Context: an optimization exercise on an open-source flow, tuned for small area, a short achievable clock period and few clock cycles. The choices shown serve that exercise and are no tape-out recipe.
In this exercise RTL edits were held to simulation tests only and were not proved equivalent to the original.
Power figures rest on the tool's default switching activity, not on a simulated workload.

## v16
==> flow/design.v <==
module MPQ(
    input clk,
    input rst,
    input data_valid,
    input [7:0] data,
    input cmd_valid,
    input [2:0] cmd,
    input [7:0] index,
    input [7:0] value,
    output reg busy,
    output reg RAM_valid,
    output [7:0] RAM_A,
    output reg [7:0] RAM_D,
    output reg done
);
    function gt8;
        input [7:0] a, b;
        reg [7:0] g, ge;
        reg [3:0] g2, ge2;
        reg [1:0] g4, ge4;
        integer k;
        begin
            g  = a & ~b;
            ge = a | ~b;
            for (k = 0; k < 4; k = k + 1) begin
                g2[k]  = g[2*k+1] | (ge[2*k+1] & g[2*k]);
                ge2[k] = g[2*k+1] | (ge[2*k+1] & ge[2*k]);
            end
            for (k = 0; k < 2; k = k + 1) begin
                g4[k]  = g2[2*k+1] | (ge2[2*k+1] & g2[2*k]);
                ge4[k] = g2[2*k+1] | (ge2[2*k+1] & ge2[2*k]);
            end
            gt8 = g4[1] | (ge4[1] & g4[0]);
        end
    endfunction
    function [1:0] cmp8;
        input [7:0] a, b;
        reg [7:0] g, ge;
        reg [3:0] g2, ge2;
        reg [1:0] g4, ge4;
        integer k;
        begin
            g  = a & ~b;
            ge = a | ~b;
            for (k = 0; k < 4; k = k + 1) begin
                g2[k]  = g[2*k+1] | (ge[2*k+1] & g[2*k]);
                ge2[k] = g[2*k+1] | (ge[2*k+1] & ge[2*k]);
            end
            for (k = 0; k < 2; k = k + 1) begin
                g4[k]  = g2[2*k+1] | (ge2[2*k+1] & g2[2*k]);
                ge4[k] = g2[2*k+1] | (ge2[2*k+1] & ge2[2*k]);
            end
            cmp8 = {g4[1] | (ge4[1] & g4[0]), g4[1] | (ge4[1] & ge4[0])};
        end
    endfunction
    reg [7:0] A [1:15];
    reg [3:0] size;
    reg       started;
    reg       m_upd;    
    reg       m_sup;    
    reg       m_ins;    
    reg       m_ext;    
    reg       m_stA;    
    reg [1:0] bph;      
    reg       m_hp;     
    reg       m_sdn;    
    reg [3:0]  pos;     
    reg [7:0]  vv;      
    reg [3:0]  sz;
    wire [7:0] a1n;      
    reg [15:0] p;       
    integer j;
    wire accept = cmd_valid & ~busy & started & ~data_valid;
    reg [3:0] size_n;
    always @(*) begin
        if (data_valid | m_ins)
            size_n = size + 4'd1;
        else if (m_ext)
            size_n = size - 4'd1;
        else
            size_n = size;
    end
    reg  [3:0] wa;
    wire [4:0] wa2 = {1'b0, wa} + 5'd2;
    wire wr_acc  = accept & (cmd == 3'd4);
    wire wr_cont = RAM_valid & (wa2 <= {1'b0, size});
    always @(posedge clk or posedge rst) begin
        if (rst) begin
            size <= 4'd0;
            started <= 1'b0;
            m_upd <= 1'b0;
            m_sup <= 1'b0;
            m_ins <= 1'b0;
            m_ext <= 1'b0;
            m_stA <= 1'b0;
            bph <= 2'd0;
            m_hp <= 1'b0;
            m_sdn <= 1'b0;
            busy <= 1'b0;
            RAM_valid <= 1'b0;
            done <= 1'b0;
        end else begin
            size <= size_n;
            if (data_valid)
                started <= 1'b1;
            m_upd <= data_valid | (accept & ((cmd == 3'd2) | (cmd == 3'd3)));
            m_sup <= accept & ((cmd == 3'd2) | (cmd == 3'd3));
            m_ins <= accept & (cmd == 3'd3);
            m_ext <= accept & (cmd == 3'd1);
            m_stA <= accept & (cmd == 3'd0);
            bph <= m_stA ? 2'd1 : (bph == 2'd1) ? 2'd2 : (bph == 2'd2) ? 2'd3 : 2'd0;
            m_hp <= m_stA | (bph == 2'd1) | (bph == 2'd2);
            m_sdn <= (accept & ((cmd == 3'd0) | (cmd == 3'd1))) | m_stA |
                     (bph == 2'd1) | (bph == 2'd2);
            busy <= (accept & (cmd == 3'd0)) | m_stA | (bph == 2'd1) |
                    (wr_acc & (size_n > 4'd1)) | (wr_cont & (wa2 != {1'b0, size}));
            RAM_valid <= (wr_acc & (size_n != 4'd0)) | wr_cont;
            done <= (wr_acc & (size_n <= 4'd1)) | (wr_cont & (wa2 == {1'b0, size}));
        end
    end
    always @(posedge clk) begin
        vv <= data_valid ? data : value;
        pos <= data_valid ? size_n : (cmd == 3'd3) ? size_n + 4'd1 : index[3:0];
        if (accept & ((cmd == 3'd2) | (cmd == 3'd3)))
            sz <= 4'd0;
        else
            sz <= (accept & (cmd == 3'd1)) ? size_n - 4'd1 : size_n;
        wa <= wr_cont ? wa + 4'd1 : 4'd0;
        RAM_D <= wr_cont ? NV : a1n;
        if (wr_cont)
            p <= {p[14:0], 1'b0};
        else if (wr_acc)
            p <= 16'd1 << 2;
        else if (data_valid | (accept & ((cmd == 3'd2) | (cmd == 3'd3))))
            p <= 16'd1;
        else if (m_stA)
            p <= 16'd1 << 3;
        else if (bph == 2'd1)
            p <= 16'd1 << 2;
        else if (bph == 2'd2)
            p <= 16'd1 << 1;
        else
            p <= 16'd1 << size_n;
    end
    reg [7:0] NV;
    always @(*) begin
        NV = {8{p[0]}} & vv;
        for (j = 1; j <= 15; j = j + 1)
            NV = NV | ({8{p[j]}} & A[j]);
    end
    assign RAM_A = {4'd0, wa};
    reg        rs  [1:7];    
    reg        lv  [1:7];    
    reg [7:0]  mcv [1:7];    
    reg        root[1:7];
    reg        onc [1:15];   
    reg        go  [1:7];    
    reg [1:0]  cm  [1:7];    
    reg        fr  [1:7];    
    always @(*) begin
        fr[1] = m_sup & ((pos[3] & pos[2]) | (~pos[3] & pos[2] & pos[1]) | (~pos[3] & ~pos[2] & pos[1] & pos[0]));
        fr[2] = m_sup & ((pos[3:2] == 2'b10) & pos[1] | (pos[3:1] == 3'b010) & pos[0]);
        fr[3] = m_sup & ((pos[3:2] == 2'b11) & pos[1] | (pos[3:1] == 3'b011) & pos[0]);
        for (j = 4; j <= 7; j = j + 1)
            fr[j] = m_sup & (pos[3:1] == j) & pos[0];
        for (j = 1; j <= 7; j = j + 1) begin
            lv[j]  = (2*j <= sz);
            rs[j]  = ((2*j+1 <= sz) && gt8(A[2*j+1], A[2*j])) || fr[j];
            mcv[j] = rs[j] ? A[2*j+1] : A[2*j];
        end
        root[1] = m_ext | (m_hp & p[1]);
        root[2] = m_hp & p[2];
        root[3] = m_hp & p[3];
        for (j = 1; j <= 7; j = j + 1)
            cm[j] = cmp8(mcv[j], (j >= 4 && m_stA) ? A[j] : NV);
        onc[1]  = root[1];
        go[1]   = onc[1] & lv[1] & cm[1][1];
        onc[2]  = root[2] | (go[1] & ~rs[1]);
        go[2]   = onc[2] & lv[2] & cm[2][1];
        onc[3]  = root[3] | (go[1] & rs[1]);
        go[3]   = onc[3] & lv[3] & cm[3][1];
        for (j = 4; j <= 7; j = j + 1) begin
            root[j] = m_stA;
            onc[j]  = m_stA | (go[j/2] & (rs[j/2] == j[0]));
            go[j]   = onc[j] & lv[j] & cm[j][1];
        end
        for (j = 8; j <= 15; j = j + 1)
            onc[j] = go[j/2] & (rs[j/2] == j[0]);
    end
    reg        su [1:7];
    reg        m1, m2, m3;
    wire [3:0] a1 = {1'b0, pos[3:1]};
    wire [3:0] a2 = {2'b0, pos[3:2]};
    wire       a3 = pos[3];
    always @(*) begin
        su[1] = gt8(vv, A[1]);
        for (j = 2; j <= 7; j = j + 1)
            su[j] = ~cm[j/2][0];
        m1 = m_sup && (a1 != 4'd0) && su[a1];
        m2 = m1 && (a2 != 4'd0) && su[a2];
        m3 = m2 && a3 && su[1];
    end
    reg        en   [1:15];
    reg        upch [1:15];   
    reg        dnpa [1:15];   
    always @(*) begin
        for (j = 1; j <= 15; j = j + 1) begin
            upch[j] = (j <= 7) && m_sdn && onc[j] && go[j];
            dnpa[j] = (j > 1) && ((m_sup && ((pos == j && m1) || (a1 == j && m2) || (a2 == j && m3))) ||
                                  (j >= 8 && m_stA && onc[j]));
            en[j]   = (m_upd && (pos == j || (m1 && a1 == j) || (m2 && a2 == j) || (m3 && j == 1))) ||
                      (m_sdn && onc[j] && (j >= 8 || go[j] || !root[j] || (j == 1 && m_ext)));
        end
    end
    reg [7:0] an [1:15];      
    always @(*) begin
        for (j = 1; j <= 15; j = j + 1)
            an[j] = !en[j] ? A[j] : upch[j] ? mcv[j] : dnpa[j] ? A[j/2] : NV;
    end
    assign a1n = an[1];
    always @(posedge clk) begin
        for (j = 1; j <= 15; j = j + 1)
            A[j] <= an[j];
    end
endmodule
Settings: LEC_CHECK=0, ABC_AREA=1, CAP_MARGIN=20, CORE_MARGIN=2, CORE_UTILIZATION=35, SLEW_MARGIN=20; clock period 10.0 ns.
standard.sh (not shown) runs the stock make flow with config.mk's settings and CLKGATE_MAP_FILE= SYNTH_SCRIPT=/design/flow/synth_recipe.tcl, a recipe that flattens the netlist after the stock synthesis.
==> flow/flow/run.sh <==
#!/bin/bash
set -euo pipefail
bash standard.sh SETUP_SLACK_MARGIN=6 "BUFFER_PORTS_ARGS=-buffer_cell sky130_fd_sc_hd__buf_2" finish > make_finish.log 2>&1
v16 completed every stage of the flow, and the final layout passed the timing, design-rule and antenna checks.
Testbench counts of v16, summed over its fixed seeds: cycles 12,800.
[inputs] v34 vs v16
==> flow/flow/run.sh <==
#!/bin/bash
set -euo pipefail
bash standard.sh SETUP_SLACK_MARGIN=6.5 finish > make_finish.log 2>&1
Largest net degree at the start of global routing came out exactly the same in v16 and v34. Multi-input combinational cell count is higher on v34. Going from v16 to v34, hold slack decreased by 0.018 ns relative to the old numbers, clock power increased by about 3.3% relative to the old numbers.
What v48 does differently from v34 at the input level:
==> flow/flow/run.sh <==
#!/bin/bash
# The standard layout, with two changes to how it is made:
#  - synthesis maps the logic with ABC's default liberty script (area-oriented
#    &nf mapping) instead of ORFS's abc_area.script; every other synthesis step,
#    and so every register, is the standard synthesis's;
#  - timing repair aims at 6 ns setup slack, i.e. well below the 10 ns constraint.
set -euo pipefail
W=$PWD
cat > "$W/flow_synth.tcl" <<TCL
proc abc {args} {
  set out {}
  set skip 0
  foreach a \$args {
    if {\$skip} { set skip 0; continue }
    if {\$a eq "-script" || \$a eq "-constr"} { set skip 1; continue }
    lappend out \$a
  }
  yosys abc {*}\$out
}
source $W/synth_recipe.tcl
TCL
bash standard.sh "SYNTH_SCRIPT=$W/flow_synth.tcl" SETUP_SLACK_MARGIN=6 finish > make_finish.log 2>&1
## What came out
- v48 | stages: all done | timing, DRC, antenna: all pass
- v48: data required time at the worst endpoint higher than v34
- Diff v34 -> v48 | routed via count | down by more than 10%
- Diff v34 -> v48 | synthesized-area fraction occupied by xor and xnor cells | increase of 0.40 points
- The number of clock sinks was comparable across v34 and v48.
- Final instance area was lower in v48 than in v34.
- STATUS worst setup margin: v48 loses against v34
- Number of well-tap cells placed was lower in v48 than in v34.
- Relative to v34, final critical-path required period has gone up in v48.
- v48: number of clock buffers in the layout 2 above v34
Modified inputs, v35 compared to v48
diff --git a/flow/flow/run.sh b/flow/flow/run.sh
--- a/flow/flow/run.sh
+++ b/flow/flow/run.sh
@@ -3,3 +3,3 @@
-#  - synthesis maps the logic with ABC's default liberty script (area-oriented
-#    &nf mapping) instead of ORFS's abc_area.script; every other synthesis step,
-#    and so every register, is the standard synthesis's;
+#  - synthesis maps the logic with flow/abc_map.script instead of ORFS's
+#    abc_area.script; every other synthesis step, and so every register, is
+#    the standard synthesis's;
@@ -18 +18 @@
-  yosys abc {*}\$out
+  yosys abc -script $W/flow/abc_map.script {*}\$out
==> flow/flow/abc_map.script (new file) <==
strash; &get -n; &fraig -x; &put; scorr; dc2; dretime; strash; &get -n; &dch -f; &nf; &put; topo; stime -c; buffer -c; upsize -c; dnsize -c
==> comparison <==
Having completed the whole flow, v35 delivered a layout that passed the timing, design-rule and antenna checks.
Compared with v48, v35 is more frugal on power.
Of v48 and v35, the run reporting the lower number of buffers outside the clock class in the layout was v35.
Proportion of power drawn by the clock network: v35 vs v48, no meaningful difference
Looking at critical path's slowest cell, the edfxtp_1 result is from v48; the dfxtp_1 one comes from v35.
Across both runs, mean routed wirelength per cell was lower for v35 than for v48.
v35 vs v48 on area of all placed cells without fillers: v35 is the lower one.
v35 gives less final critical-path share of the clock period than v48 did.
[v35 vs v48] first-iteration DRC count: higher in v35
What v2 does differently from v35 at the input level:
==> flow/flow/run.sh <==
#!/bin/bash
set -euo pipefail
bash standard.sh SETUP_SLACK_MARGIN=6 finish > make_finish.log 2>&1
removed: flow/flow/abc_map.script
Findings:
In the tables for v35 and v2, part of the total power dissipated in the clock network reads lower with v35.
Total power, v35 and v2: lower on v2
Non-clock buffer count ends up higher on v35.
v2 vs. v35: final area -1.7%; met2 layer usage reported by global route +4.3 points.
Instance count of the mapped netlist up about 70% in v2 wrt v35
Comparing v2 against v35, there is no change at all in total of endpoints with negative setup slack in the final report.
Summary of v2 over v35: die extent in y now sits higher; final cell utilization of the core now sits lower.
Summary of the comparison: mean cell area of the mapped netlist is lower in v2, relative to v35.
Compared to v35, v2 has routed length per instance 16% lower.
v2 | status: complete | timing, DRC, antenna: pass

static timing again, ports no longer ideal:
Ports are ideal in the flow. The routed layouts listed here were re-timed in OpenROAD.
Step 1 (the two cells are an assumption about what drives the block):
set clk [get_ports {clk}]
set_driving_cell -lib_cell sky130_fd_sc_hd__clkbuf_16 $clk
set_driving_cell -lib_cell sky130_fd_sc_hd__buf_2 [delete_from_list [all_inputs] $clk]
Step 2 times the ports against the registers' clock, not the clock port: input delays grow and output delays shrink by t, the midpoint of the rising clock arrivals with the driver on.
Slacks: ideal / step 1 / step 2; pairs: ideal / step 1.
run | t, ns | slack for setup (ns) | worst hold slack (ns) | slew at the worst register clock pin (ns) | worst data-port slew with drivers (ns)
v16 | 0.512 | 6.083 / 6.083 / 5.793 | 0.468 / 0.468 / 0.468 | 0.08 / 0.08 | 0.03
v34 | 0.528 | 6.474 / 6.474 / 6.103 | 0.450 / 0.450 / 0.450 | 0.08 / 0.08 | 0.03
v48 | 0.507 | 5.378 / 5.378 / 5.378 | 0.533 / 0.533 / 0.533 | 0.08 / 0.08 | 0.06
v35 | 0.492 | 5.400 / 5.400 / 5.400 | 0.498 / 0.498 / 0.498 | 0.08 / 0.08 | 0.03
v2 | 0.534 | 6.099 / 6.099 / 5.751 | 0.459 / 0.459 / 0.459 | 0.08 / 0.08 | 0.03
After both steps every run listed still meets setup and hold. For v34, which loses most, drivers alone change the setup slack by 0.000 ns; drivers and shift together by -0.371 ns.
